Source: an optimization exercise on an open RTL-to-GDS flow (aim: small area). Production flows keep margins and buffers that such runs may drop.
Only the layout flow was run in this run; the RTL was not checked for function there.
No activity file was given, so power comes from the tool's default toggle rates.

**config.mk**
```make
export PLATFORM = sky130hd
export DESIGN_NAME = q100_core
export DESIGN_NICKNAME = q100_core
export VERILOG_FILES = /design/flow/design.v
export SDC_FILE = /design/flow/constraint.sdc
export NUM_CORES = 4
export LEC_CHECK = 0
export CAP_MARGIN = 20
export CORE_MARGIN = 2
export CORE_UTILIZATION = 40
export SLEW_MARGIN = 20
export SYNTH_HIERARCHICAL = 1
export SYNTH_MINIMUM_KEEP_SIZE = 0
```
**constraint.sdc**
```tcl
create_clock -name core_clock -period 10.0 [get_ports {clk}]
set_input_delay 2.0000 -clock core_clock [delete_from_list [all_inputs] [get_ports {clk}]]
set_output_delay 2.0000 -clock core_clock [all_outputs]
set_load 0.01 [all_outputs]
```
**design.v**
```verilog
module q100_multree(input [15:0] a, input [15:0] b, output [31:0] r0, output [31:0] r1);
wire m1;
assign m1 = ~(a[0] & b[0]);
wire m2;
assign m2 = ~(a[0] & b[1]);
wire m3;
assign m3 = ~(a[0] & b[2]);
wire m4;
assign m4 = ~(a[0] & b[3]);
wire m5;
assign m5 = ~(a[0] & b[4]);
wire m6;
assign m6 = ~(a[0] & b[5]);
wire m7;
assign m7 = ~(a[0] & b[6]);
wire m8;
assign m8 = ~(a[0] & b[7]);
wire m9;
assign m9 = ~(a[0] & b[8]);
wire m10;
assign m10 = ~(a[0] & b[9]);
wire m11;
assign m11 = ~(a[0] & b[10]);
wire m12;
assign m12 = ~(a[0] & b[11]);
wire m13;
assign m13 = ~(a[0] & b[12]);
wire m14;
assign m14 = ~(a[0] & b[13]);
wire m15;
assign m15 = ~(a[0] & b[14]);
wire m16;
assign m16 = ~(a[0] & b[15]);
wire m17;
assign m17 = ~(a[1] & b[0]);
wire m18;
assign m18 = ~(a[1] & b[1]);
wire m19;
assign m19 = ~(a[1] & b[2]);
wire m20;
assign m20 = ~(a[1] & b[3]);
wire m21;
assign m21 = ~(a[1] & b[4]);
wire m22;
assign m22 = ~(a[1] & b[5]);
wire m23;
assign m23 = ~(a[1] & b[6]);
wire m24;
assign m24 = ~(a[1] & b[7]);
wire m25;
assign m25 = ~(a[1] & b[8]);
wire m26;
assign m26 = ~(a[1] & b[9]);
wire m27;
assign m27 = ~(a[1] & b[10]);
wire m28;
assign m28 = ~(a[1] & b[11]);
wire m29;
assign m29 = ~(a[1] & b[12]);
wire m30;
assign m30 = ~(a[1] & b[13]);
wire m31;
assign m31 = ~(a[1] & b[14]);
wire m32;
assign m32 = ~(a[1] & b[15]);
wire m33;
assign m33 = ~(a[2] & b[0]);
wire m34;
assign m34 = ~(a[2] & b[1]);
wire m35;
assign m35 = ~(a[2] & b[2]);
wire m36;
assign m36 = ~(a[2] & b[3]);
wire m37;
assign m37 = ~(a[2] & b[4]);
wire m38;
assign m38 = ~(a[2] & b[5]);
wire m39;
assign m39 = ~(a[2] & b[6]);
wire m40;
assign m40 = ~(a[2] & b[7]);
wire m41;
assign m41 = ~(a[2] & b[8]);
wire m42;
assign m42 = ~(a[2] & b[9]);
wire m43;
assign m43 = ~(a[2] & b[10]);
wire m44;
assign m44 = ~(a[2] & b[11]);
wire m45;
assign m45 = ~(a[2] & b[12]);
wire m46;
assign m46 = ~(a[2] & b[13]);
wire m47;
assign m47 = ~(a[2] & b[14]);
wire m48;
assign m48 = ~(a[2] & b[15]);
wire m49;
assign m49 = ~(a[3] & b[0]);
wire m50;
assign m50 = ~(a[3] & b[1]);
wire m51;
assign m51 = ~(a[3] & b[2]);
wire m52;
assign m52 = ~(a[3] & b[3]);
wire m53;
assign m53 = ~(a[3] & b[4]);
wire m54;
assign m54 = ~(a[3] & b[5]);
wire m55;
assign m55 = ~(a[3] & b[6]);
wire m56;
assign m56 = ~(a[3] & b[7]);
wire m57;
assign m57 = ~(a[3] & b[8]);
wire m58;
assign m58 = ~(a[3] & b[9]);
wire m59;
assign m59 = ~(a[3] & b[10]);
wire m60;
assign m60 = ~(a[3] & b[11]);
wire m61;
assign m61 = ~(a[3] & b[12]);
wire m62;
assign m62 = ~(a[3] & b[13]);
wire m63;
assign m63 = ~(a[3] & b[14]);
wire m64;
assign m64 = ~(a[3] & b[15]);
wire m65;
assign m65 = ~(a[4] & b[0]);
wire m66;
assign m66 = ~(a[4] & b[1]);
wire m67;
assign m67 = ~(a[4] & b[2]);
wire m68;
assign m68 = ~(a[4] & b[3]);
wire m69;
assign m69 = ~(a[4] & b[4]);
wire m70;
assign m70 = ~(a[4] & b[5]);
wire m71;
assign m71 = ~(a[4] & b[6]);
wire m72;
assign m72 = ~(a[4] & b[7]);
wire m73;
assign m73 = ~(a[4] & b[8]);
wire m74;
assign m74 = ~(a[4] & b[9]);
wire m75;
assign m75 = ~(a[4] & b[10]);
wire m76;
assign m76 = ~(a[4] & b[11]);
wire m77;
assign m77 = ~(a[4] & b[12]);
wire m78;
assign m78 = ~(a[4] & b[13]);
wire m79;
assign m79 = ~(a[4] & b[14]);
wire m80;
assign m80 = ~(a[4] & b[15]);
wire m81;
assign m81 = ~(a[5] & b[0]);
wire m82;
assign m82 = ~(a[5] & b[1]);
wire m83;
assign m83 = ~(a[5] & b[2]);
wire m84;
assign m84 = ~(a[5] & b[3]);
wire m85;
assign m85 = ~(a[5] & b[4]);
wire m86;
assign m86 = ~(a[5] & b[5]);
wire m87;
assign m87 = ~(a[5] & b[6]);
wire m88;
assign m88 = ~(a[5] & b[7]);
wire m89;
assign m89 = ~(a[5] & b[8]);
wire m90;
assign m90 = ~(a[5] & b[9]);
wire m91;
assign m91 = ~(a[5] & b[10]);
wire m92;
assign m92 = ~(a[5] & b[11]);
wire m93;
assign m93 = ~(a[5] & b[12]);
wire m94;
assign m94 = ~(a[5] & b[13]);
wire m95;
assign m95 = ~(a[5] & b[14]);
wire m96;
assign m96 = ~(a[5] & b[15]);
wire m97;
assign m97 = ~(a[6] & b[0]);
wire m98;
assign m98 = ~(a[6] & b[1]);
wire m99;
assign m99 = ~(a[6] & b[2]);
wire m100;
assign m100 = ~(a[6] & b[3]);
wire m101;
assign m101 = ~(a[6] & b[4]);
wire m102;
assign m102 = ~(a[6] & b[5]);
wire m103;
assign m103 = ~(a[6] & b[6]);
wire m104;
assign m104 = ~(a[6] & b[7]);
wire m105;
assign m105 = ~(a[6] & b[8]);
wire m106;
assign m106 = ~(a[6] & b[9]);
wire m107;
assign m107 = ~(a[6] & b[10]);
wire m108;
assign m108 = ~(a[6] & b[11]);
wire m109;
assign m109 = ~(a[6] & b[12]);
wire m110;
assign m110 = ~(a[6] & b[13]);
wire m111;
assign m111 = ~(a[6] & b[14]);
wire m112;
assign m112 = ~(a[6] & b[15]);
wire m113;
assign m113 = ~(a[7] & b[0]);
wire m114;
assign m114 = ~(a[7] & b[1]);
wire m115;
assign m115 = ~(a[7] & b[2]);
wire m116;
assign m116 = ~(a[7] & b[3]);
wire m117;
assign m117 = ~(a[7] & b[4]);
wire m118;
assign m118 = ~(a[7] & b[5]);
wire m119;
assign m119 = ~(a[7] & b[6]);
wire m120;
assign m120 = ~(a[7] & b[7]);
wire m121;
assign m121 = ~(a[7] & b[8]);
wire m122;
assign m122 = ~(a[7] & b[9]);
wire m123;
assign m123 = ~(a[7] & b[10]);
wire m124;
assign m124 = ~(a[7] & b[11]);
wire m125;
assign m125 = ~(a[7] & b[12]);
wire m126;
assign m126 = ~(a[7] & b[13]);
wire m127;
assign m127 = ~(a[7] & b[14]);
wire m128;
assign m128 = ~(a[7] & b[15]);
wire m129;
assign m129 = ~(a[8] & b[0]);
wire m130;
assign m130 = ~(a[8] & b[1]);
wire m131;
assign m131 = ~(a[8] & b[2]);
wire m132;
assign m132 = ~(a[8] & b[3]);
wire m133;
assign m133 = ~(a[8] & b[4]);
wire m134;
assign m134 = ~(a[8] & b[5]);
wire m135;
assign m135 = ~(a[8] & b[6]);
wire m136;
assign m136 = ~(a[8] & b[7]);
wire m137;
assign m137 = ~(a[8] & b[8]);
wire m138;
assign m138 = ~(a[8] & b[9]);
wire m139;
assign m139 = ~(a[8] & b[10]);
wire m140;
assign m140 = ~(a[8] & b[11]);
wire m141;
assign m141 = ~(a[8] & b[12]);
wire m142;
assign m142 = ~(a[8] & b[13]);
wire m143;
assign m143 = ~(a[8] & b[14]);
wire m144;
assign m144 = ~(a[8] & b[15]);
wire m145;
assign m145 = ~(a[9] & b[0]);
wire m146;
assign m146 = ~(a[9] & b[1]);
wire m147;
assign m147 = ~(a[9] & b[2]);
wire m148;
assign m148 = ~(a[9] & b[3]);
wire m149;
assign m149 = ~(a[9] & b[4]);
wire m150;
assign m150 = ~(a[9] & b[5]);
wire m151;
assign m151 = ~(a[9] & b[6]);
wire m152;
assign m152 = ~(a[9] & b[7]);
wire m153;
assign m153 = ~(a[9] & b[8]);
wire m154;
assign m154 = ~(a[9] & b[9]);
wire m155;
assign m155 = ~(a[9] & b[10]);
wire m156;
assign m156 = ~(a[9] & b[11]);
wire m157;
assign m157 = ~(a[9] & b[12]);
wire m158;
assign m158 = ~(a[9] & b[13]);
wire m159;
assign m159 = ~(a[9] & b[14]);
wire m160;
assign m160 = ~(a[9] & b[15]);
wire m161;
assign m161 = ~(a[10] & b[0]);
wire m162;
assign m162 = ~(a[10] & b[1]);
wire m163;
assign m163 = ~(a[10] & b[2]);
wire m164;
assign m164 = ~(a[10] & b[3]);
wire m165;
assign m165 = ~(a[10] & b[4]);
wire m166;
assign m166 = ~(a[10] & b[5]);
wire m167;
assign m167 = ~(a[10] & b[6]);
wire m168;
assign m168 = ~(a[10] & b[7]);
wire m169;
assign m169 = ~(a[10] & b[8]);
wire m170;
assign m170 = ~(a[10] & b[9]);
wire m171;
assign m171 = ~(a[10] & b[10]);
wire m172;
assign m172 = ~(a[10] & b[11]);
wire m173;
assign m173 = ~(a[10] & b[12]);
wire m174;
assign m174 = ~(a[10] & b[13]);
wire m175;
assign m175 = ~(a[10] & b[14]);
wire m176;
assign m176 = ~(a[10] & b[15]);
wire m177;
assign m177 = ~(a[11] & b[0]);
wire m178;
assign m178 = ~(a[11] & b[1]);
wire m179;
assign m179 = ~(a[11] & b[2]);
wire m180;
assign m180 = ~(a[11] & b[3]);
wire m181;
assign m181 = ~(a[11] & b[4]);
wire m182;
assign m182 = ~(a[11] & b[5]);
wire m183;
assign m183 = ~(a[11] & b[6]);
wire m184;
assign m184 = ~(a[11] & b[7]);
wire m185;
assign m185 = ~(a[11] & b[8]);
wire m186;
assign m186 = ~(a[11] & b[9]);
wire m187;
assign m187 = ~(a[11] & b[10]);
wire m188;
assign m188 = ~(a[11] & b[11]);
wire m189;
assign m189 = ~(a[11] & b[12]);
wire m190;
assign m190 = ~(a[11] & b[13]);
wire m191;
assign m191 = ~(a[11] & b[14]);
wire m192;
assign m192 = ~(a[11] & b[15]);
wire m193;
assign m193 = ~(a[12] & b[0]);
wire m194;
assign m194 = ~(a[12] & b[1]);
wire m195;
assign m195 = ~(a[12] & b[2]);
wire m196;
assign m196 = ~(a[12] & b[3]);
wire m197;
assign m197 = ~(a[12] & b[4]);
wire m198;
assign m198 = ~(a[12] & b[5]);
wire m199;
assign m199 = ~(a[12] & b[6]);
wire m200;
assign m200 = ~(a[12] & b[7]);
wire m201;
assign m201 = ~(a[12] & b[8]);
wire m202;
assign m202 = ~(a[12] & b[9]);
wire m203;
assign m203 = ~(a[12] & b[10]);
wire m204;
assign m204 = ~(a[12] & b[11]);
wire m205;
assign m205 = ~(a[12] & b[12]);
wire m206;
assign m206 = ~(a[12] & b[13]);
wire m207;
assign m207 = ~(a[12] & b[14]);
wire m208;
assign m208 = ~(a[12] & b[15]);
wire m209;
assign m209 = ~(a[13] & b[0]);
wire m210;
assign m210 = ~(a[13] & b[1]);
wire m211;
assign m211 = ~(a[13] & b[2]);
wire m212;
assign m212 = ~(a[13] & b[3]);
wire m213;
assign m213 = ~(a[13] & b[4]);
wire m214;
assign m214 = ~(a[13] & b[5]);
wire m215;
assign m215 = ~(a[13] & b[6]);
wire m216;
assign m216 = ~(a[13] & b[7]);
wire m217;
assign m217 = ~(a[13] & b[8]);
wire m218;
assign m218 = ~(a[13] & b[9]);
wire m219;
assign m219 = ~(a[13] & b[10]);
wire m220;
assign m220 = ~(a[13] & b[11]);
wire m221;
assign m221 = ~(a[13] & b[12]);
wire m222;
assign m222 = ~(a[13] & b[13]);
wire m223;
assign m223 = ~(a[13] & b[14]);
wire m224;
assign m224 = ~(a[13] & b[15]);
wire m225;
assign m225 = ~(a[14] & b[0]);
wire m226;
assign m226 = ~(a[14] & b[1]);
wire m227;
assign m227 = ~(a[14] & b[2]);
wire m228;
assign m228 = ~(a[14] & b[3]);
wire m229;
assign m229 = ~(a[14] & b[4]);
wire m230;
assign m230 = ~(a[14] & b[5]);
wire m231;
assign m231 = ~(a[14] & b[6]);
wire m232;
assign m232 = ~(a[14] & b[7]);
wire m233;
assign m233 = ~(a[14] & b[8]);
wire m234;
assign m234 = ~(a[14] & b[9]);
wire m235;
assign m235 = ~(a[14] & b[10]);
wire m236;
assign m236 = ~(a[14] & b[11]);
wire m237;
assign m237 = ~(a[14] & b[12]);
wire m238;
assign m238 = ~(a[14] & b[13]);
wire m239;
assign m239 = ~(a[14] & b[14]);
wire m240;
assign m240 = ~(a[14] & b[15]);
wire m241;
assign m241 = ~(a[15] & b[0]);
wire m242;
assign m242 = ~(a[15] & b[1]);
wire m243;
assign m243 = ~(a[15] & b[2]);
wire m244;
assign m244 = ~(a[15] & b[3]);
wire m245;
assign m245 = ~(a[15] & b[4]);
wire m246;
assign m246 = ~(a[15] & b[5]);
wire m247;
assign m247 = ~(a[15] & b[6]);
wire m248;
assign m248 = ~(a[15] & b[7]);
wire m249;
assign m249 = ~(a[15] & b[8]);
wire m250;
assign m250 = ~(a[15] & b[9]);
wire m251;
assign m251 = ~(a[15] & b[10]);
wire m252;
assign m252 = ~(a[15] & b[11]);
wire m253;
assign m253 = ~(a[15] & b[12]);
wire m254;
assign m254 = ~(a[15] & b[13]);
wire m255;
assign m255 = ~(a[15] & b[14]);
wire m256;
assign m256 = ~(a[15] & b[15]);
wire m257;
wire m258;
assign m257 = m14 ^ m29;
assign m258 = ~(m14 | m29);
wire m259;
wire m260;
q100_fa u_m259(.a(m15), .b(m30), .c(m45), .s(m259), .co(m260));
wire m261;
wire m262;
assign m261 = m60 ^ m75;
assign m262 = ~(m60 | m75);
wire m263;
wire m264;
q100_fa u_m263(.a(m31), .b(m46), .c(m61), .s(m263), .co(m264));
wire m265;
wire m266;
q100_fa u_m265(.a(m76), .b(m91), .c(m106), .s(m265), .co(m266));
wire m267;
wire m268;
assign m267 = m121 ^ m136;
assign m268 = ~(m121 | m136);
wire m269;
wire m270;
q100_fa u_m269(.a(m47), .b(m62), .c(m77), .s(m269), .co(m270));
wire m271;
wire m272;
q100_fa u_m271(.a(m92), .b(m107), .c(m122), .s(m271), .co(m272));
wire m273;
wire m274;
q100_fa u_m273(.a(m137), .b(m152), .c(m167), .s(m273), .co(m274));
wire m275;
wire m276;
q100_fa u_m275(.a(m63), .b(m78), .c(m93), .s(m275), .co(m276));
wire m277;
wire m278;
q100_fa u_m277(.a(m108), .b(m123), .c(m138), .s(m277), .co(m278));
wire m279;
wire m280;
q100_fa u_m279(.a(m79), .b(m94), .c(m109), .s(m279), .co(m280));
wire m281;
wire m282;
assign m281 = m10 ^ m25;
assign m282 = ~(m10 | m25);
wire m283;
wire m284;
q100_fa u_m283(.a(m11), .b(m26), .c(m41), .s(m283), .co(m284));
wire m285;
wire m286;
assign m285 = m56 ^ m71;
assign m286 = ~(m56 | m71);
wire m287;
wire m288;
q100_fa u_m287(.a(m12), .b(m27), .c(m42), .s(m287), .co(m288));
wire m289;
wire m290;
q100_fa u_m289(.a(m57), .b(m72), .c(m87), .s(m289), .co(m290));
wire m291;
wire m292;
assign m291 = m102 ^ m117;
assign m292 = ~(m102 | m117);
wire m293;
wire m294;
q100_fa u_m293(.a(m13), .b(m28), .c(m43), .s(m293), .co(m294));
wire m295;
wire m296;
q100_fa u_m295(.a(m58), .b(m73), .c(m88), .s(m295), .co(m296));
wire m297;
wire m298;
q100_fa u_m297(.a(m103), .b(m118), .c(m133), .s(m297), .co(m298));
wire m299;
wire m300;
assign m299 = m148 ^ m163;
assign m300 = ~(m148 | m163);
wire m301;
wire m302;
q100_fa u_m301(.a(m44), .b(m59), .c(m74), .s(m301), .co(m302));
wire m303;
wire m304;
q100_fa u_m303(.a(m89), .b(m104), .c(m119), .s(m303), .co(m304));
wire m305;
wire m306;
q100_fa u_m305(.a(m134), .b(m149), .c(m164), .s(m305), .co(m306));
wire m307;
wire m308;
q100_fa u_m307(.a(m179), .b(m194), .c(m209), .s(m307), .co(m308));
wire m309;
wire m310;
q100_fa u_m309(.a(m90), .b(m105), .c(m120), .s(m309), .co(m310));
wire m311;
wire m312;
q100_fa u_m311(.a(m135), .b(m150), .c(m165), .s(m311), .co(m312));
wire m313;
wire m314;
q100_fa u_m313(.a(m180), .b(m195), .c(m210), .s(m313), .co(m314));
wire m315;
wire m316;
q100_fa u_m315(.a(m225), .b(~m258), .c(m259), .s(m315), .co(m316));
wire m317;
wire m318;
q100_fa u_m317(.a(m151), .b(m166), .c(m181), .s(m317), .co(m318));
wire m319;
wire m320;
q100_fa u_m319(.a(m196), .b(m211), .c(m226), .s(m319), .co(m320));
wire m321;
wire m322;
q100_fa u_m321(.a(m260), .b(m263), .c(m265), .s(m321), .co(m322));
wire m323;
wire m324;
q100_fa u_m323(.a(m16), .b(m241), .c(m262), .s(m323), .co(m324));
wire m325;
wire m326;
q100_fa u_m325(.a(m182), .b(m197), .c(m212), .s(m325), .co(m326));
wire m327;
wire m328;
q100_fa u_m327(.a(m227), .b(m264), .c(m266), .s(m327), .co(m328));
wire m329;
wire m330;
q100_fa u_m329(.a(m269), .b(m271), .c(m273), .s(m329), .co(m330));
wire m331;
wire m332;
q100_fa u_m331(.a(m32), .b(m242), .c(1'b1), .s(m331), .co(m332));
wire m333;
wire m334;
q100_fa u_m333(.a(m153), .b(m168), .c(m183), .s(m333), .co(m334));
wire m335;
wire m336;
q100_fa u_m335(.a(m198), .b(m213), .c(m228), .s(m335), .co(m336));
wire m337;
wire m338;
q100_fa u_m337(.a(m270), .b(m272), .c(m274), .s(m337), .co(m338));
wire m339;
wire m340;
q100_fa u_m339(.a(m48), .b(m243), .c(~m275), .s(m339), .co(m340));
wire m341;
wire m342;
q100_fa u_m341(.a(m124), .b(m139), .c(m154), .s(m341), .co(m342));
wire m343;
wire m344;
q100_fa u_m343(.a(m169), .b(m184), .c(m199), .s(m343), .co(m344));
wire m345;
wire m346;
q100_fa u_m345(.a(m214), .b(m229), .c(m276), .s(m345), .co(m346));
wire m347;
wire m348;
q100_fa u_m347(.a(m64), .b(m244), .c(~m278), .s(m347), .co(m348));
wire m349;
wire m350;
q100_fa u_m349(.a(m95), .b(m110), .c(m125), .s(m349), .co(m350));
wire m351;
wire m352;
q100_fa u_m351(.a(m140), .b(m155), .c(m170), .s(m351), .co(m352));
wire m353;
wire m354;
q100_fa u_m353(.a(m185), .b(m200), .c(m215), .s(m353), .co(m354));
wire m355;
wire m356;
q100_fa u_m355(.a(m80), .b(~m230), .c(m245), .s(m355), .co(m356));
wire m357;
wire m358;
q100_fa u_m357(.a(m111), .b(m126), .c(m141), .s(m357), .co(m358));
wire m359;
wire m360;
q100_fa u_m359(.a(m156), .b(m171), .c(m186), .s(m359), .co(m360));
wire m361;
wire m362;
q100_fa u_m361(.a(m201), .b(m216), .c(m231), .s(m361), .co(m362));
wire m363;
wire m364;
q100_fa u_m363(.a(m127), .b(m142), .c(m157), .s(m363), .co(m364));
wire m365;
wire m366;
q100_fa u_m365(.a(m172), .b(m187), .c(m202), .s(m365), .co(m366));
wire m367;
wire m368;
q100_fa u_m367(.a(m143), .b(m158), .c(m173), .s(m367), .co(m368));
wire m369;
wire m370;
assign m369 = m7 ^ m22;
assign m370 = ~(m7 | m22);
wire m371;
wire m372;
q100_fa u_m371(.a(m8), .b(m23), .c(m38), .s(m371), .co(m372));
wire m373;
wire m374;
assign m373 = m53 ^ m68;
assign m374 = ~(m53 | m68);
wire m375;
wire m376;
q100_fa u_m375(.a(m9), .b(m24), .c(m39), .s(m375), .co(m376));
wire m377;
wire m378;
q100_fa u_m377(.a(m54), .b(m69), .c(m84), .s(m377), .co(m378));
wire m379;
wire m380;
assign m379 = m99 ^ m114;
assign m380 = ~(m99 | m114);
wire m381;
wire m382;
q100_fa u_m381(.a(m40), .b(m55), .c(m70), .s(m381), .co(m382));
wire m383;
wire m384;
q100_fa u_m383(.a(m85), .b(m100), .c(m115), .s(m383), .co(m384));
wire m385;
wire m386;
q100_fa u_m385(.a(m130), .b(m145), .c(~m281), .s(m385), .co(m386));
wire m387;
wire m388;
q100_fa u_m387(.a(m86), .b(m101), .c(m116), .s(m387), .co(m388));
wire m389;
wire m390;
q100_fa u_m389(.a(m131), .b(m146), .c(m161), .s(m389), .co(m390));
wire m391;
wire m392;
q100_fa u_m391(.a(m282), .b(~m283), .c(m285), .s(m391), .co(m392));
wire m393;
wire m394;
q100_fa u_m393(.a(m132), .b(m147), .c(m162), .s(m393), .co(m394));
wire m395;
wire m396;
q100_fa u_m395(.a(m177), .b(m284), .c(m287), .s(m395), .co(m396));
wire m397;
wire m398;
q100_fa u_m397(.a(m286), .b(~m289), .c(m291), .s(m397), .co(m398));
wire m399;
wire m400;
q100_fa u_m399(.a(m178), .b(m193), .c(m288), .s(m399), .co(m400));
wire m401;
wire m402;
q100_fa u_m401(.a(m290), .b(m293), .c(m295), .s(m401), .co(m402));
wire m403;
wire m404;
q100_fa u_m403(.a(m292), .b(~m297), .c(m299), .s(m403), .co(m404));
wire m405;
wire m406;
q100_fa u_m405(.a(m294), .b(m296), .c(m298), .s(m405), .co(m406));
wire m407;
wire m408;
q100_fa u_m407(.a(m301), .b(m303), .c(m305), .s(m407), .co(m408));
wire m409;
wire m410;
q100_fa u_m409(.a(m257), .b(m300), .c(~m307), .s(m409), .co(m410));
wire m411;
wire m412;
q100_fa u_m411(.a(m302), .b(m304), .c(m306), .s(m411), .co(m412));
wire m413;
wire m414;
q100_fa u_m413(.a(m308), .b(m309), .c(m311), .s(m413), .co(m414));
wire m415;
wire m416;
q100_fa u_m415(.a(~m261), .b(m313), .c(m315), .s(m415), .co(m416));
wire m417;
wire m418;
q100_fa u_m417(.a(m310), .b(m312), .c(m314), .s(m417), .co(m418));
wire m419;
wire m420;
q100_fa u_m419(.a(m316), .b(m317), .c(m319), .s(m419), .co(m420));
wire m421;
wire m422;
q100_fa u_m421(.a(m267), .b(~m321), .c(m323), .s(m421), .co(m422));
wire m423;
wire m424;
q100_fa u_m423(.a(m318), .b(m320), .c(m322), .s(m423), .co(m424));
wire m425;
wire m426;
q100_fa u_m425(.a(m325), .b(m327), .c(m329), .s(m425), .co(m426));
wire m427;
wire m428;
q100_fa u_m427(.a(m268), .b(m324), .c(m331), .s(m427), .co(m428));
wire m429;
wire m430;
q100_fa u_m429(.a(m277), .b(m326), .c(m328), .s(m429), .co(m430));
wire m431;
wire m432;
q100_fa u_m431(.a(m330), .b(m333), .c(m335), .s(m431), .co(m432));
wire m433;
wire m434;
q100_fa u_m433(.a(m332), .b(~m337), .c(m339), .s(m433), .co(m434));
wire m435;
wire m436;
q100_fa u_m435(.a(m279), .b(m334), .c(m336), .s(m435), .co(m436));
wire m437;
wire m438;
q100_fa u_m437(.a(m338), .b(m341), .c(m343), .s(m437), .co(m438));
wire m439;
wire m440;
q100_fa u_m439(.a(m340), .b(~m345), .c(m347), .s(m439), .co(m440));
wire m441;
wire m442;
q100_fa u_m441(.a(m280), .b(m342), .c(m344), .s(m441), .co(m442));
wire m443;
wire m444;
q100_fa u_m443(.a(m346), .b(m349), .c(m351), .s(m443), .co(m444));
wire m445;
wire m446;
q100_fa u_m445(.a(m348), .b(~m353), .c(m355), .s(m445), .co(m446));
wire m447;
wire m448;
q100_fa u_m447(.a(m350), .b(m352), .c(m354), .s(m447), .co(m448));
wire m449;
wire m450;
q100_fa u_m449(.a(m357), .b(m359), .c(m361), .s(m449), .co(m450));
wire m451;
wire m452;
q100_fa u_m451(.a(m96), .b(m246), .c(m356), .s(m451), .co(m452));
wire m453;
wire m454;
q100_fa u_m453(.a(m217), .b(m232), .c(m358), .s(m453), .co(m454));
wire m455;
wire m456;
q100_fa u_m455(.a(m360), .b(m362), .c(m363), .s(m455), .co(m456));
wire m457;
wire m458;
q100_fa u_m457(.a(m112), .b(m247), .c(~m365), .s(m457), .co(m458));
wire m459;
wire m460;
q100_fa u_m459(.a(m188), .b(m203), .c(m218), .s(m459), .co(m460));
wire m461;
wire m462;
q100_fa u_m461(.a(m233), .b(m364), .c(m366), .s(m461), .co(m462));
wire m463;
wire m464;
q100_fa u_m463(.a(m128), .b(m248), .c(~m367), .s(m463), .co(m464));
wire m465;
wire m466;
q100_fa u_m465(.a(m159), .b(m174), .c(m189), .s(m465), .co(m466));
wire m467;
wire m468;
q100_fa u_m467(.a(m204), .b(m219), .c(m234), .s(m467), .co(m468));
wire m469;
wire m470;
q100_fa u_m469(.a(m144), .b(m249), .c(~m368), .s(m469), .co(m470));
wire m471;
wire m472;
q100_fa u_m471(.a(m175), .b(m190), .c(m205), .s(m471), .co(m472));
wire m473;
wire m474;
q100_fa u_m473(.a(~m160), .b(m220), .c(m235), .s(m473), .co(m474));
wire m475;
wire m476;
q100_fa u_m475(.a(m191), .b(m206), .c(m221), .s(m475), .co(m476));
wire m477;
wire m478;
assign m477 = m5 ^ m20;
assign m478 = ~(m5 | m20);
wire m479;
wire m480;
q100_fa u_m479(.a(m6), .b(m21), .c(m36), .s(m479), .co(m480));
wire m481;
wire m482;
assign m481 = m51 ^ m66;
assign m482 = ~(m51 | m66);
wire m483;
wire m484;
q100_fa u_m483(.a(m37), .b(m52), .c(m67), .s(m483), .co(m484));
wire m485;
wire m486;
q100_fa u_m485(.a(m82), .b(m97), .c(~m369), .s(m485), .co(m486));
wire m487;
wire m488;
q100_fa u_m487(.a(m83), .b(m98), .c(m113), .s(m487), .co(m488));
wire m489;
wire m490;
q100_fa u_m489(.a(m370), .b(~m371), .c(m373), .s(m489), .co(m490));
wire m491;
wire m492;
q100_fa u_m491(.a(m129), .b(m372), .c(m375), .s(m491), .co(m492));
wire m493;
wire m494;
q100_fa u_m493(.a(m374), .b(~m377), .c(m379), .s(m493), .co(m494));
wire m495;
wire m496;
q100_fa u_m495(.a(m376), .b(m378), .c(m381), .s(m495), .co(m496));
wire m497;
wire m498;
q100_fa u_m497(.a(~m380), .b(m383), .c(m385), .s(m497), .co(m498));
wire m499;
wire m500;
q100_fa u_m499(.a(m382), .b(m384), .c(m386), .s(m499), .co(m500));
wire m501;
wire m502;
q100_fa u_m501(.a(m387), .b(m389), .c(~m391), .s(m501), .co(m502));
wire m503;
wire m504;
q100_fa u_m503(.a(m388), .b(m390), .c(m393), .s(m503), .co(m504));
wire m505;
wire m506;
q100_fa u_m505(.a(m392), .b(~m395), .c(m397), .s(m505), .co(m506));
wire m507;
wire m508;
q100_fa u_m507(.a(m394), .b(m396), .c(m399), .s(m507), .co(m508));
wire m509;
wire m510;
q100_fa u_m509(.a(m398), .b(~m401), .c(m403), .s(m509), .co(m510));
wire m511;
wire m512;
q100_fa u_m511(.a(m400), .b(m402), .c(m405), .s(m511), .co(m512));
wire m513;
wire m514;
q100_fa u_m513(.a(m404), .b(~m407), .c(m409), .s(m513), .co(m514));
wire m515;
wire m516;
q100_fa u_m515(.a(m406), .b(m408), .c(m411), .s(m515), .co(m516));
wire m517;
wire m518;
q100_fa u_m517(.a(~m410), .b(m413), .c(m415), .s(m517), .co(m518));
wire m519;
wire m520;
q100_fa u_m519(.a(m412), .b(m414), .c(m416), .s(m519), .co(m520));
wire m521;
wire m522;
q100_fa u_m521(.a(m417), .b(m419), .c(~m421), .s(m521), .co(m522));
wire m523;
wire m524;
q100_fa u_m523(.a(m418), .b(m420), .c(m423), .s(m523), .co(m524));
wire m525;
wire m526;
q100_fa u_m525(.a(m422), .b(~m425), .c(m427), .s(m525), .co(m526));
wire m527;
wire m528;
q100_fa u_m527(.a(m424), .b(m426), .c(m429), .s(m527), .co(m528));
wire m529;
wire m530;
q100_fa u_m529(.a(m428), .b(~m431), .c(m433), .s(m529), .co(m530));
wire m531;
wire m532;
q100_fa u_m531(.a(m430), .b(m432), .c(m435), .s(m531), .co(m532));
wire m533;
wire m534;
q100_fa u_m533(.a(m434), .b(~m437), .c(m439), .s(m533), .co(m534));
wire m535;
wire m536;
q100_fa u_m535(.a(m436), .b(m438), .c(m441), .s(m535), .co(m536));
wire m537;
wire m538;
q100_fa u_m537(.a(m440), .b(~m443), .c(m445), .s(m537), .co(m538));
wire m539;
wire m540;
q100_fa u_m539(.a(m442), .b(m444), .c(m447), .s(m539), .co(m540));
wire m541;
wire m542;
q100_fa u_m541(.a(m446), .b(~m449), .c(m451), .s(m541), .co(m542));
wire m543;
wire m544;
q100_fa u_m543(.a(m448), .b(m450), .c(m453), .s(m543), .co(m544));
wire m545;
wire m546;
q100_fa u_m545(.a(m452), .b(~m455), .c(m457), .s(m545), .co(m546));
wire m547;
wire m548;
q100_fa u_m547(.a(m454), .b(m456), .c(m459), .s(m547), .co(m548));
wire m549;
wire m550;
q100_fa u_m549(.a(m458), .b(~m461), .c(m463), .s(m549), .co(m550));
wire m551;
wire m552;
q100_fa u_m551(.a(m460), .b(m462), .c(m465), .s(m551), .co(m552));
wire m553;
wire m554;
q100_fa u_m553(.a(m464), .b(~m467), .c(m469), .s(m553), .co(m554));
wire m555;
wire m556;
q100_fa u_m555(.a(m466), .b(m468), .c(m471), .s(m555), .co(m556));
wire m557;
wire m558;
q100_fa u_m557(.a(m250), .b(m470), .c(~m473), .s(m557), .co(m558));
wire m559;
wire m560;
q100_fa u_m559(.a(m236), .b(m472), .c(m474), .s(m559), .co(m560));
wire m561;
wire m562;
q100_fa u_m561(.a(m176), .b(m251), .c(~m475), .s(m561), .co(m562));
wire m563;
wire m564;
q100_fa u_m563(.a(m207), .b(m222), .c(m237), .s(m563), .co(m564));
wire m565;
wire m566;
q100_fa u_m565(.a(m192), .b(m252), .c(~m476), .s(m565), .co(m566));
wire m567;
wire m568;
q100_fa u_m567(.a(~m208), .b(m223), .c(m238), .s(m567), .co(m568));
wire m569;
wire m570;
assign m569 = m4 ^ m19;
assign m570 = ~(m4 | m19);
wire m571;
wire m572;
q100_fa u_m571(.a(m35), .b(m50), .c(m65), .s(m571), .co(m572));
wire m573;
wire m574;
q100_fa u_m573(.a(m81), .b(~m478), .c(m479), .s(m573), .co(m574));
wire m575;
wire m576;
q100_fa u_m575(.a(m480), .b(m483), .c(m485), .s(m575), .co(m576));
wire m577;
wire m578;
q100_fa u_m577(.a(m484), .b(m486), .c(m487), .s(m577), .co(m578));
wire m579;
wire m580;
q100_fa u_m579(.a(m488), .b(~m490), .c(m491), .s(m579), .co(m580));
wire m581;
wire m582;
q100_fa u_m581(.a(m492), .b(m495), .c(m497), .s(m581), .co(m582));
wire m583;
wire m584;
q100_fa u_m583(.a(m496), .b(m498), .c(m499), .s(m583), .co(m584));
wire m585;
wire m586;
q100_fa u_m585(.a(m500), .b(m502), .c(m503), .s(m585), .co(m586));
wire m587;
wire m588;
q100_fa u_m587(.a(m504), .b(~m506), .c(m507), .s(m587), .co(m588));
wire m589;
wire m590;
q100_fa u_m589(.a(m508), .b(~m510), .c(m511), .s(m589), .co(m590));
wire m591;
wire m592;
q100_fa u_m591(.a(m512), .b(m515), .c(m517), .s(m591), .co(m592));
wire m593;
wire m594;
q100_fa u_m593(.a(m516), .b(m518), .c(m519), .s(m593), .co(m594));
wire m595;
wire m596;
q100_fa u_m595(.a(m520), .b(m522), .c(m523), .s(m595), .co(m596));
wire m597;
wire m598;
q100_fa u_m597(.a(m524), .b(~m526), .c(m527), .s(m597), .co(m598));
wire m599;
wire m600;
q100_fa u_m599(.a(m528), .b(~m530), .c(m531), .s(m599), .co(m600));
wire m601;
wire m602;
q100_fa u_m601(.a(m532), .b(~m534), .c(m535), .s(m601), .co(m602));
wire m603;
wire m604;
q100_fa u_m603(.a(m536), .b(~m538), .c(m539), .s(m603), .co(m604));
wire m605;
wire m606;
q100_fa u_m605(.a(m540), .b(~m542), .c(m543), .s(m605), .co(m606));
wire m607;
wire m608;
q100_fa u_m607(.a(m544), .b(~m546), .c(m547), .s(m607), .co(m608));
wire m609;
wire m610;
q100_fa u_m609(.a(m548), .b(~m550), .c(m551), .s(m609), .co(m610));
wire m611;
wire m612;
q100_fa u_m611(.a(m552), .b(~m554), .c(m555), .s(m611), .co(m612));
wire m613;
wire m614;
q100_fa u_m613(.a(m556), .b(~m558), .c(m559), .s(m613), .co(m614));
wire m615;
wire m616;
q100_fa u_m615(.a(m560), .b(~m562), .c(m563), .s(m615), .co(m616));
wire m617;
wire m618;
q100_fa u_m617(.a(m253), .b(~m564), .c(m566), .s(m617), .co(m618));
wire m619;
wire m620;
q100_fa u_m619(.a(m224), .b(~m239), .c(m254), .s(m619), .co(m620));
wire m621;
wire m622;
assign m621 = m3 ^ m18;
assign m622 = ~(m3 | m18);
wire m623;
wire m624;
q100_fa u_m623(.a(m34), .b(m49), .c(~m569), .s(m623), .co(m624));
wire m625;
wire m626;
q100_fa u_m625(.a(m477), .b(m570), .c(~m571), .s(m625), .co(m626));
wire m627;
wire m628;
q100_fa u_m627(.a(~m481), .b(m572), .c(m573), .s(m627), .co(m628));
wire m629;
wire m630;
q100_fa u_m629(.a(~m482), .b(m574), .c(m575), .s(m629), .co(m630));
wire m631;
wire m632;
q100_fa u_m631(.a(~m489), .b(m576), .c(m577), .s(m631), .co(m632));
wire m633;
wire m634;
q100_fa u_m633(.a(~m493), .b(m578), .c(m579), .s(m633), .co(m634));
wire m635;
wire m636;
q100_fa u_m635(.a(~m494), .b(m580), .c(m581), .s(m635), .co(m636));
wire m637;
wire m638;
q100_fa u_m637(.a(m501), .b(m582), .c(m583), .s(m637), .co(m638));
wire m639;
wire m640;
q100_fa u_m639(.a(~m505), .b(m584), .c(m585), .s(m639), .co(m640));
wire m641;
wire m642;
q100_fa u_m641(.a(~m509), .b(m586), .c(m587), .s(m641), .co(m642));
wire m643;
wire m644;
q100_fa u_m643(.a(~m513), .b(m588), .c(m589), .s(m643), .co(m644));
wire m645;
wire m646;
q100_fa u_m645(.a(~m514), .b(m590), .c(m591), .s(m645), .co(m646));
wire m647;
wire m648;
q100_fa u_m647(.a(m521), .b(m592), .c(m593), .s(m647), .co(m648));
wire m649;
wire m650;
q100_fa u_m649(.a(~m525), .b(m594), .c(m595), .s(m649), .co(m650));
wire m651;
wire m652;
q100_fa u_m651(.a(~m529), .b(m596), .c(m597), .s(m651), .co(m652));
wire m653;
wire m654;
q100_fa u_m653(.a(~m533), .b(m598), .c(m599), .s(m653), .co(m654));
wire m655;
wire m656;
q100_fa u_m655(.a(~m537), .b(m600), .c(m601), .s(m655), .co(m656));
wire m657;
wire m658;
q100_fa u_m657(.a(~m541), .b(m602), .c(m603), .s(m657), .co(m658));
wire m659;
wire m660;
q100_fa u_m659(.a(~m545), .b(m604), .c(m605), .s(m659), .co(m660));
wire m661;
wire m662;
q100_fa u_m661(.a(~m549), .b(m606), .c(m607), .s(m661), .co(m662));
wire m663;
wire m664;
q100_fa u_m663(.a(~m553), .b(m608), .c(m609), .s(m663), .co(m664));
wire m665;
wire m666;
q100_fa u_m665(.a(~m557), .b(m610), .c(m611), .s(m665), .co(m666));
wire m667;
wire m668;
q100_fa u_m667(.a(~m561), .b(m612), .c(m613), .s(m667), .co(m668));
wire m669;
wire m670;
q100_fa u_m669(.a(~m565), .b(m614), .c(m615), .s(m669), .co(m670));
wire m671;
wire m672;
q100_fa u_m671(.a(m567), .b(m616), .c(~m617), .s(m671), .co(m672));
wire m673;
wire m674;
q100_fa u_m673(.a(~m568), .b(m618), .c(m619), .s(m673), .co(m674));
wire m675;
wire m676;
q100_fa u_m675(.a(m240), .b(m255), .c(m620), .s(m675), .co(m676));
assign r0 = {1'b1, ~m256, m674, ~m672, ~m670, ~m668, ~m666, ~m664, ~m662, ~m660, ~m658, ~m656, ~m654, ~m652, ~m650, ~m648, ~m646, ~m644, ~m642, ~m640, ~m638, ~m636, ~m634, ~m632, ~m630, ~m628, m626, ~m624, m622, ~m33, ~m2, ~m1};
assign r1 = {1'b0, m676, m675, m673, ~m671, ~m669, ~m667, ~m665, ~m663, ~m661, ~m659, ~m657, ~m655, ~m653, ~m651, ~m649, ~m647, ~m645, ~m643, ~m641, ~m639, ~m637, ~m635, ~m633, ~m631, ~m629, ~m627, m625, ~m623, m621, ~m17, 1'b0};
endmodule
module q100_fa(input a, input b, input c, output s, output co);
assign s = a ^ b ^ c;
assign co = (a & b) | (a & c) | (b & c);
endmodule
module q100_rdport(
    input  [32:0]      sel,     
    input  [33*32-1:0] d,       
    output [31:0]      y
);
genvar b, k;
generate
    for (b = 0; b < 32; b++) begin : g_bit
        wire [10:0] t;
        for (k = 0; k < 11; k++) begin : g_grp
            q100_aoi222 u_aoi(
                .a1(sel[3*k]),   .b1(d[32*(3*k)   + b]),
                .a2(sel[3*k+1]), .b2(d[32*(3*k+1) + b]),
                .a3(sel[3*k+2]), .b3(d[32*(3*k+2) + b]),
                .y(t[k]));
        end
        q100_nand11 u_or(.a(t), .y(y[b]));
    end
endgenerate
endmodule
module q100_aoi222(input a1, input b1, input a2, input b2, input a3, input b3, output y);
assign y = ~((a1 & b1) | (a2 & b2) | (a3 & b3));
endmodule
module q100_nand11(input [10:0] a, output y);
assign y = ~&a;
endmodule
module q100_core
(
    input clk,
    input rst,
    output [12-1:0] itcm_addr_o,
    input  [32-1:0] itcm_din_i,
    output [17-1:0] dtcm_addr_o,
    output [4-1:0]       dtcm_we_o,
    output [32-1:0] dtcm_dout_o,
    input  [32-1:0] dtcm_din_i,
    output                        done_intr_o
);
localparam [6:0] OP_LUI   = 7'b0110111;
localparam [6:0] OP_AUIPC = 7'b0010111;
localparam [6:0] OP_JAL   = 7'b1101111;
localparam [6:0] OP_JALR  = 7'b1100111;
localparam [6:0] OP_BR    = 7'b1100011;
localparam [6:0] OP_LD    = 7'b0000011;
localparam [6:0] OP_ST    = 7'b0100011;
localparam [6:0] OP_IMM   = 7'b0010011;
localparam [6:0] OP_OP    = 7'b0110011;
localparam [6:0] OP_SYS   = 7'b1110011;
logic [31:0] pc, pc_d, instr_d;           
logic [31:0] d_ins, d_pc;                 
logic [31:0] e_ins, e_pc;                 
logic [31:0] e_xa, e_xb;                  
logic        e_bub;                       
logic        x_vld;                       
logic [31:0] x_tgt;
logic [2:0]  x_bd;
logic [31:0] x_res, x_rs2v;
logic        x_wb, x_ld, x_we0, x_we1, x_we23, x_csrw, x_csrv;
logic        f_ax, f_aw, f_bx, f_bw;     
logic [4:0]  x_rd;
logic        m_wb, m_ld, m_csrw, m_csrv;  
logic [31:0] m_res;
logic [4:0]  m_rd;
logic [31:0] rf [1:31];
logic        done;
logic keep;
wire [31:0] fa = x_vld ? x_tgt : pc;
assign itcm_addr_o = fa[12-1:0];
always_ff @(posedge clk) begin
    if (rst) pc <= 0;
    else if (!(keep | done)) pc <= fa + 32'd4;
    pc_d <= fa;
    if (rst || pc_d != pc) instr_d <= itcm_din_i;
end
wire [31:0] instr = (pc_d == pc) ? instr_d : itcm_din_i;
always_ff @(posedge clk) begin
    if (rst) begin
        d_ins <= 0;
        d_pc  <= 0;
    end else if (!keep) begin
        d_ins <= instr;
        d_pc  <= pc_d;
    end
end
function automatic logic rs1_none(input logic [6:0] op);
    rs1_none = (op == OP_LUI) | (op == OP_AUIPC) | (op == OP_JAL);
endfunction
function automatic logic rs2_none(input logic [6:0] op);
    rs2_none = (op == OP_LUI) | (op == OP_AUIPC) | (op == OP_JAL) | (op == OP_JALR) |
               (op == OP_LD) | (op == OP_IMM) | (op == OP_SYS);
endfunction
wire [4:0] d_rs1 = rs1_none(d_ins[6:0]) ? 5'd0 : d_ins[19:15];
wire [4:0] d_rs2 = rs2_none(d_ins[6:0]) ? 5'd0 : d_ins[24:20];
wire [6:0] e_opr = e_ins[6:0];
assign keep = !e_bub & (e_opr == OP_LD) & ((e_ins[11:7] == d_rs1) | (e_ins[11:7] == d_rs2));
wire [31:0] w_res = m_ld ? dtcm_din_i : m_res;
wire d_auipc = (d_ins[6:0] == OP_AUIPC);
wire fd_a = m_wb & (d_rs1 == m_rd);
wire fd_b = m_wb & (d_rs2 == m_rd);
logic [32:0] sel_a, sel_b;
logic [33*32-1:0] rd_in;
always_comb begin
    sel_a[0]  = d_auipc;
    sel_a[32] = fd_a & !d_auipc;
    sel_b[0]  = 1'b0;
    sel_b[32] = fd_b;
    rd_in[31:0] = d_pc;
    rd_in[32*32 +: 32] = w_res;
    for (int i = 1; i < 32; i++) begin
        sel_a[i] = (d_rs1 == i) & !fd_a & !d_auipc;
        sel_b[i] = (d_rs2 == i) & !fd_b;
        rd_in[32*i +: 32] = rf[i];
    end
end
wire [31:0] rd_a, rd_b;
q100_rdport u_rda(.sel(sel_a), .d(rd_in), .y(rd_a));
q100_rdport u_rdb(.sel(sel_b), .d(rd_in), .y(rd_b));
always_ff @(posedge clk) begin
    e_ins <= d_ins;
    e_pc  <= d_pc;
    e_bub <= keep;
    e_xa  <= rd_a;
    e_xb  <= rd_b;
end
wire v = !e_bub;
wire is_lui   = v & (e_opr == OP_LUI);
wire is_auipc = v & (e_opr == OP_AUIPC);
wire is_jal   = v & (e_opr == OP_JAL);
wire is_jalr  = v & (e_opr == OP_JALR);
wire is_br    = v & (e_opr == OP_BR);
wire is_ld    = v & (e_opr == OP_LD);
wire is_st    = v & (e_opr == OP_ST);
wire is_imm   = v & (e_opr == OP_IMM);
wire is_op    = v & (e_opr == OP_OP);
wire is_sys   = v & (e_opr == OP_SYS);
wire [2:0] f3  = e_ins[14:12];
wire       f70 = e_ins[25];
wire       f75 = e_ins[30];
wire [4:0] e_rs1  = (v & !rs1_none(e_opr)) ? e_ins[19:15] : 5'd0;
wire [4:0] e_rs2  = (v & !rs2_none(e_opr)) ? e_ins[24:20] : 5'd0;
wire [4:0] e_rd   = v ? e_ins[11:7] : 5'd0;
wire [31:0] imm_i = {{20{e_ins[31]}}, e_ins[31:20]};
wire [31:0] imm_s = {{20{e_ins[31]}}, e_ins[31:25], e_ins[11:7]};
wire [31:0] imm_b = {{20{e_ins[31]}}, e_ins[7], e_ins[30:25], e_ins[11:8], 1'b0};
wire [31:0] imm_u = {e_ins[31:12], 12'h0};
wire [31:0] imm_j = {{12{e_ins[31]}}, e_ins[19:12], e_ins[20], e_ins[30:21], 1'b0};
wire e_regwr = is_ld | is_imm | is_op | is_auipc | is_lui;
always_ff @(posedge clk) begin
    f_ax <= !keep & e_regwr & (e_rd != 0) & (e_rd == d_rs1);
    f_aw <= !keep & x_wb & (x_rd != 0) & (e_rd != d_rs1) & (x_rd == d_rs1);
    f_bx <= !keep & e_regwr & (e_rd != 0) & (e_rd == d_rs2);
    f_bw <= !keep & x_wb & (x_rd != 0) & (e_rd != d_rs2) & (x_rd == d_rs2);
end
wire [31:0] porta = f_ax ? x_res : f_aw ? w_res : e_xa;
wire [31:0] rs2v  = f_bx ? x_res : f_bw ? w_res : e_xb;
wire b_imm = is_imm | is_lui | is_auipc | is_ld | is_st;
wire [31:0] portb = !b_imm ? rs2v :
                    (is_lui | is_auipc) ? imm_u :
                    is_st ? imm_s : imm_i;
wire arith = is_imm | is_op;
wire op_mul = is_op & (f3 == 3'b000) & f70;
wire op_sub = is_op & (f3 == 3'b000) & !f70 & f75;
wire op_lt  = arith & (f3 == 3'b010);
wire op_ltu = arith & (f3 == 3'b011);
wire op_xor = arith & (f3 == 3'b100);
wire op_or  = arith & (f3 == 3'b110);
wire op_and = arith & (f3 == 3'b111);
wire op_sll = arith & (f3 == 3'b001);
wire op_sr  = arith & (f3 == 3'b101);
wire op_add = !(op_mul | op_sub | op_lt | op_ltu | op_xor | op_or | op_and | op_sll | op_sr | is_lui);
wire [31:0] mr0, mr1;
q100_multree u_mul(.a(porta[15:0]), .b(portb[15:0]), .r0(mr0), .r1(mr1));
wire [31:0] add_a = op_mul ? mr0 : porta;
wire [31:0] add_b = op_mul ? mr1 : op_sub ? ~portb : portb;
wire [31:0] sum = add_a + add_b + {31'd0, op_sub};
wire [32:0] diff = {1'b0, porta} + {1'b0, ~portb} + 33'd1;
wire ltu = !diff[32];
wire lts = (porta[31] ^ portb[31]) ? porta[31] : ltu;
wire eq  = (porta == portb);
wire        sh_left = (f3 == 3'b001);
wire        sh_fill = f75 & porta[31];
logic [31:0] sh_st [0:5];
assign sh_st[0] = porta;
generate
    for (genvar k = 0; k < 5; k++) begin : g_sh
        localparam int K = 1 << k;
        localparam bit P = k % 2;           
        wire s_n = !portb[k];
        wire s_r = portb[k] & !sh_left;
        wire s_l = portb[k] & sh_left;
        for (genvar i = 0; i < 32; i++) begin : g_b
            wire xr = (i + K <= 31) ? sh_st[k][(i + K) % 32] : (sh_fill ^ P);
            wire xl = (i - K >= 0)  ? sh_st[k][(i - K + 32) % 32] : P;
            q100_aoi222 u_m(.a1(s_n), .b1(sh_st[k][i]), .a2(s_r), .b2(xr), .a3(s_l), .b3(xl),
                            .y(sh_st[k + 1][i]));
        end
    end
endgenerate
wire [31:0] sh_out = ~sh_st[5];
wire [31:0] alu_res = ({32{op_add | op_sub | op_mul}} & sum) |
                      ({32{op_lt}}  & {31'd0, lts}) |
                      ({32{op_ltu}} & {31'd0, ltu}) |
                      ({32{op_xor}} & (porta ^ portb)) |
                      ({32{op_or}}  & (porta | portb)) |
                      ({32{op_and}} & (porta & portb)) |
                      ({32{op_sll | op_sr}} & sh_out) |
                      ({32{is_lui}} & portb);
logic br_take;
always_comb begin
    case (f3)
        3'b000: br_take = eq;
        3'b001: br_take = !eq;
        3'b100: br_take = lts;
        3'b101: br_take = !lts;
        3'b110: br_take = ltu;
        3'b111: br_take = !ltu;
        default: br_take = 1'b0;
    endcase
end
wire branch_en = is_jal | is_jalr | (is_br & br_take);
wire cancel = |x_bd;
wire [31:0] tgt_imm = (e_opr == OP_JAL) ? imm_j : (e_opr == OP_BR) ? imm_b : imm_i;
wire [31:0] tgt = ((e_opr == OP_JALR) ? porta : e_pc) + tgt_imm;
always_ff @(posedge clk) begin
    x_vld   <= branch_en;
    x_tgt   <= tgt;
    x_bd    <= {x_bd[1:0], branch_en};
    x_res   <= alu_res;
    x_rs2v  <= rs2v;
    x_rd    <= e_rd;
    x_wb    <= (is_lui | is_auipc | is_jal | is_jalr | is_ld | is_imm | is_op) & !cancel;
    x_ld    <= is_ld;
    x_we0   <= is_st & !cancel;
    x_we1   <= is_st & !cancel & (f3 != 3'b000);
    x_we23  <= is_st & !cancel & (f3 == 3'b010);
    x_csrw  <= is_sys & !cancel & (e_ins[31:20] == 12'd0);
    x_csrv  <= ((f3 == 3'b001) | (f3 == 3'b010) | (f3 == 3'b011)) ? e_xa[0] : e_ins[15];
end
assign dtcm_addr_o = x_res[17-1:0];
assign dtcm_dout_o = x_rs2v;
assign dtcm_we_o   = {x_we23, x_we23, x_we1, x_we0};
always_ff @(posedge clk) begin
    m_wb   <= x_wb;
    m_res  <= x_res;
    m_ld   <= x_ld;
    m_rd   <= x_rd;
    m_csrw <= x_csrw;
    m_csrv <= x_csrv;
end
wire [31:0] rf_wdata = rst ? 32'd0 : w_res;
generate
    for (genvar i = 1; i < 32; i++) begin : g_rf
        always_ff @(posedge clk)
            if (rst | (m_wb & (m_rd == i))) rf[i] <= rf_wdata;
    end
endgenerate
always_ff @(posedge clk)
    if (rst) done <= 1'b0;
    else if (m_csrw) done <= m_csrv;
assign done_intr_o = done;
endmodule
```
**run.sh**
```bash
#!/bin/bash
# synth_recipe.tcl (not shown) runs the flow's synth.tcl, then flattens the netlist and writes it again
# the make line also repeats each setting of config.mk as NAME=value (left out here)
make -C /OpenROAD-flow-scripts/flow DESIGN_CONFIG=/design/flow/config.mk WORK_HOME=/design/flow/orfs CLKGATE_MAP_FILE= SYNTH_SCRIPT=/design/flow/synth_recipe.tcl finish
```
==> run_results.csv <==
group,metric,value,unit
run_status,status,"complete, no violations",
clocking,clk_pin_slew,0.07,ns
hold_path,min_path_cells,0,
clocking,cts_hold_buf,0,
hold_path,hold_path_end,"m_csrv$_DFF_P_",
timing,finClkSkew,0.0434,ns
synthesis,ys_warn_count,11,
finish,area_growth,15.9,%
floorplan,core_region_area,174000,um2
synthesis,synth_edf_count,1024,
clocking,cts_root_buf,"clkbuf_16",
hold_path,hold_start,"x_csrv$_DFF_P_",
synthesis,ys_seq_area_frac,0.557,
setup_path,worstSetupStartpointType,"primary input",
setup_path,worstPathArrival,9.78,ns
synthesis,netlist.area_leader.share,0.439,
placement,hpwl,195,mm
finish,largest_reg_flops,992,
synthesis,synth-seq-cells,1438,
placement,port_buffers,131,
clocking,cts_resized,0,
setup_path,critPathLaunch,"dtcm_din_i[1]",
floorplan,fp.dieH,423,um
clocking,cts_tree,"done",
clocking,numCtsBuffers,153,
power_and_ir_drop,power_density,297,nW/um2
timing,rsz0062_at_grt,"false",
route,wl,294,mm
setup_path,critical_path.slowest_cell,"o21ai_0",
grt,grt_pass1_wl,407,mm
finish,top_register,"rf",
synthesis,yosys-top-cells-area,"edfxtp_1, a222oi_1, dfxtp_1, fa_1, ha_1",
timing,final.period_utilization,0.912,
timing,finalHoldViolCount,0,
timing,worst_pin_slew,1.36,ns
placement,dp.cells,8172,
clocking,post_cts_buffers,0,
finish,fill_cells,15700,
power_and_ir_drop,leakagePower,29.4,nW
placement,place.gp.congestion,1.01,
clocking,clock-sinks,1438,
timing,setup_viol,0,
hold_path,min_path_type,"flop to flop",
run,maxCapViolations,0,
synthesis,syn-instance-count,5595,
timing,fmax,0.110,GHz
setup_path,end_kind,"flop",
finish,final_cell_count_no_fill,8462,
timing,slew_viol_final,0,
floorplan,initial_core_util,0.403,
clocking,h-tree-depth,4,
floorplan,io_pins,132,
clocking,clk_latency,0.81,ns
floorplan,die_area,179000,um2
synthesis,synth_area,70100,um2
setup_path,r2r_setup_slack,1.46,ns
floorplan,rows,153,
route,dr_total_vias,57600,
route,drtIter0Drc,12700,
grt,first_global_vias,54600,
finish,final_nets,6417,
route,wl_per_cell,34.8,um
grt,grt_antenna_before_repair,27,
setup_path,r2r_cells,28,
grt,grt_start_max_net_pins,86,
setup_path,reg2reg_to,"x_res[31]$_DFF_P_",
setup_path,cp.required,10.67,ns
finish,multi_input_area,29700,um2
finish,regArea,39000,um2
grt,gr-usage-all-layers,0.317,
setup_path,worstSetupPathType,"primary input to flop",
power_and_ir_drop,ir_drop,186,uV
route,first_pass_iters,14,
synthesis,synth_top_cell_by_area,"edfxtp_1",
route,ant_nets,0,
synthesis,synth_cell_types,103,
timing,finalSetupTns,0,ns
route,via_per_inst,6.80,
synthesis,syn_avg_cell_area,12.5,um2
route,drc,0,
grt,grt_overflow_total,0,
setup_path,slowest_delay,0.83,ns
timing,layout_min_cycle_time,9.12,ns
setup_path,r2r-start,"m_ld$_DFF_P_",
setup_path,cpMostUsedCell,"fa_1",
clocking,cts.path.max_buffers,3,
floorplan,die_w,423,um
finish,drive_gt1_frac,0.122,
synthesis,synth_ff_type,"edfxtp_1",
synthesis,async_reset_ff_frac,0,
timing,relSlewSlack,0.0828,
setup_path,worstPathMaxFanout,11,
final cells by class:
class	count	share of cell area
multi-input cells	3718	0.366
diodes	12	0.000370
well taps	2325	0.0358
clock buffers	212	0.0524
inverters	263	0.0122
flip-flops and latches	1438	0.481
clock inverters	66	0.00893
repair buffers	428	0.0438
worst max path at each step:
stage	cells after the start	slack [ns]	endpoint
2_1_floorplan	29	0.62	x_res[30]$_DFF_P_
3_3_place_gp	29	0.26	x_res[31]$_DFF_P_
3_5_place_dp	29	0.22	x_res[31]$_DFF_P_
4_1_cts	29	1.01	x_res[31]$_DFF_P_
5_1_grt	29	0.61	x_res[31]$_DFF_P_
6_report	29	0.88	x_res[31]$_DFF_P_
stage by stage:
stage	setup WS, ns	power, mW	utilization	area (um2)	hold slack, ns
after global routing	0.610	25.1	0.467	81200	0.319
final	0.883	24.2	0.467	81300	0.331
after detailed placement	0.225	18.3	0.438	76200	0.314
after CTS	1.01	23.9	0.467	81200	0.313
after floorplan	0.623	14.1	-	70400	0.310
after global placement	0.265	18.2	0.438	76200	0.314
worst max-delay path, delay by kind of cell:
kind | cells | cell delay (ns)
compound gates | 12 | 2.91
fa+ha+maj | 5 | 2.37
buf+inv | 7 | 1.55
mux | 1 | 0.15
simple gates | 4 | 0.77
cell usage after synthesis, types with 9 or more instances:
| master | number |
|---|---|
| nand2b_1 | 29 |
| o31ai_1 | 18 |
| a21oi_1 | 217 |
| buf_4 | 62 |
| nand3b_1 | 9 |
| o221ai_1 | 31 |
| clkbuf_1 | 117 |
| or3_1 | 71 |
| mux2i_1 | 138 |
| buf_6 | 21 |
| o211ai_1 | 19 |
| and2_1 | 63 |
| buf_1 | 10 |
| o21ai_0 | 117 |
| nor2_1 | 486 |
| xor2_1 | 50 |
| nor2b_1 | 25 |
| o21a_1 | 20 |
| nand2_1 | 416 |
| o22ai_1 | 19 |
| xnor2_1 | 82 |
| buf_2 | 29 |
| nor3_1 | 38 |
| fa_1 | 199 |
| ha_1 | 150 |
| a21o_1 | 32 |
| nand4_1 | 147 |
| a222oi_1 | 868 |
| o32ai_1 | 13 |
| or2_2 | 10 |
| a22oi_1 | 12 |
| nor4_1 | 17 |
| a31oi_1 | 19 |
| nand3_1 | 106 |
| mux2_2 | 32 |
| dfxtp_1 | 414 |
| inv_1 | 261 |
| edfxtp_1 | 1024 |
| a221oi_1 | 14 |
| a211oi_1 | 41 |
power breakdown:
part | leakage [nW] | total (mW) | switching [mW] | internal (mW)
logic | 13.1 | 9.81 | 6.50 | 3.32
registers | 13.9 | 8.67 | 0.782 | 7.89
clock network | 2.43 | 5.67 | 2.42 | 3.25
total | 29.4 | 24.2 | 9.70 | 14.5
per-module statistics from Yosys (local to each module, per instance), excerpt:
module,cells inside,area (um2),flops+latches,copies in the design
q100_core,3837,53900,1438,1
q100_fa,1,20.0,0,196
q100_multree,442,2110,0,1
q100_nand11,4,23.8,0,64
q100_aoi222,1,10.0,0,864
kinds of logic after synthesis:
family,share of synthesized area
compound gates,0.187
simple gates,0.0975
xor+xnor,0.0165
mux,0.0255
flops,0.557
other cells,0.000214
fa+ha+maj,0.0836
buf+inv,0.0330
layout by cell type (no fill, tap or decap), types with 61 or more instances in the layout:
master	synthesis	routed
clkdlybuf4s50_1	0	130
nor2_1	486	387
o21ai_0	117	103
nand3_1	106	106
xnor2_1	82	82
inv_1	261	259
buf_4	62	296
nor2_2	1	86
dfxtp_1	414	408
nand4_1	147	147
a222oi_1	868	868
ha_1	150	150
edfxtp_1	1024	1024
mux2i_1	138	138
a21oi_1	217	214
or3_1	71	71
conb_1	4	67
clkbuf_16	0	156
and2_1	63	61
nand2_1	416	414
fa_1	199	199
per-layer routing:
layer	global-route usage	wire length (um)
met3	0.0914	38200
met2	0.478	128000
met1	0.399	106000
met4	0.199	21800
met5	0.00565	220

[what the ideal ports hide]
In the flow no input, the clock included, has a driving cell. The finished layout below was timed again as built, in two steps. Step 1, drivers: a clkbuf_16 drives clk and a buf_2 each remaining input, both assumed. Step 2 times the ports against the registers' clock, not the clock port: input delays grow and output delays shrink by t, the midpoint of the rising clock arrivals with the driver on. Three values: no drivers, after step 1, after step 2; two values: the first two.
t, ns: 0.866
setup slack, ns: 0.883 / 0.910 / 0.044
worst setup path at the end: input to register
After both steps setup and hold are still met in this run. For this run, drivers alone change the setup slack by +0.027 ns; drivers and shift together by -0.839 ns.
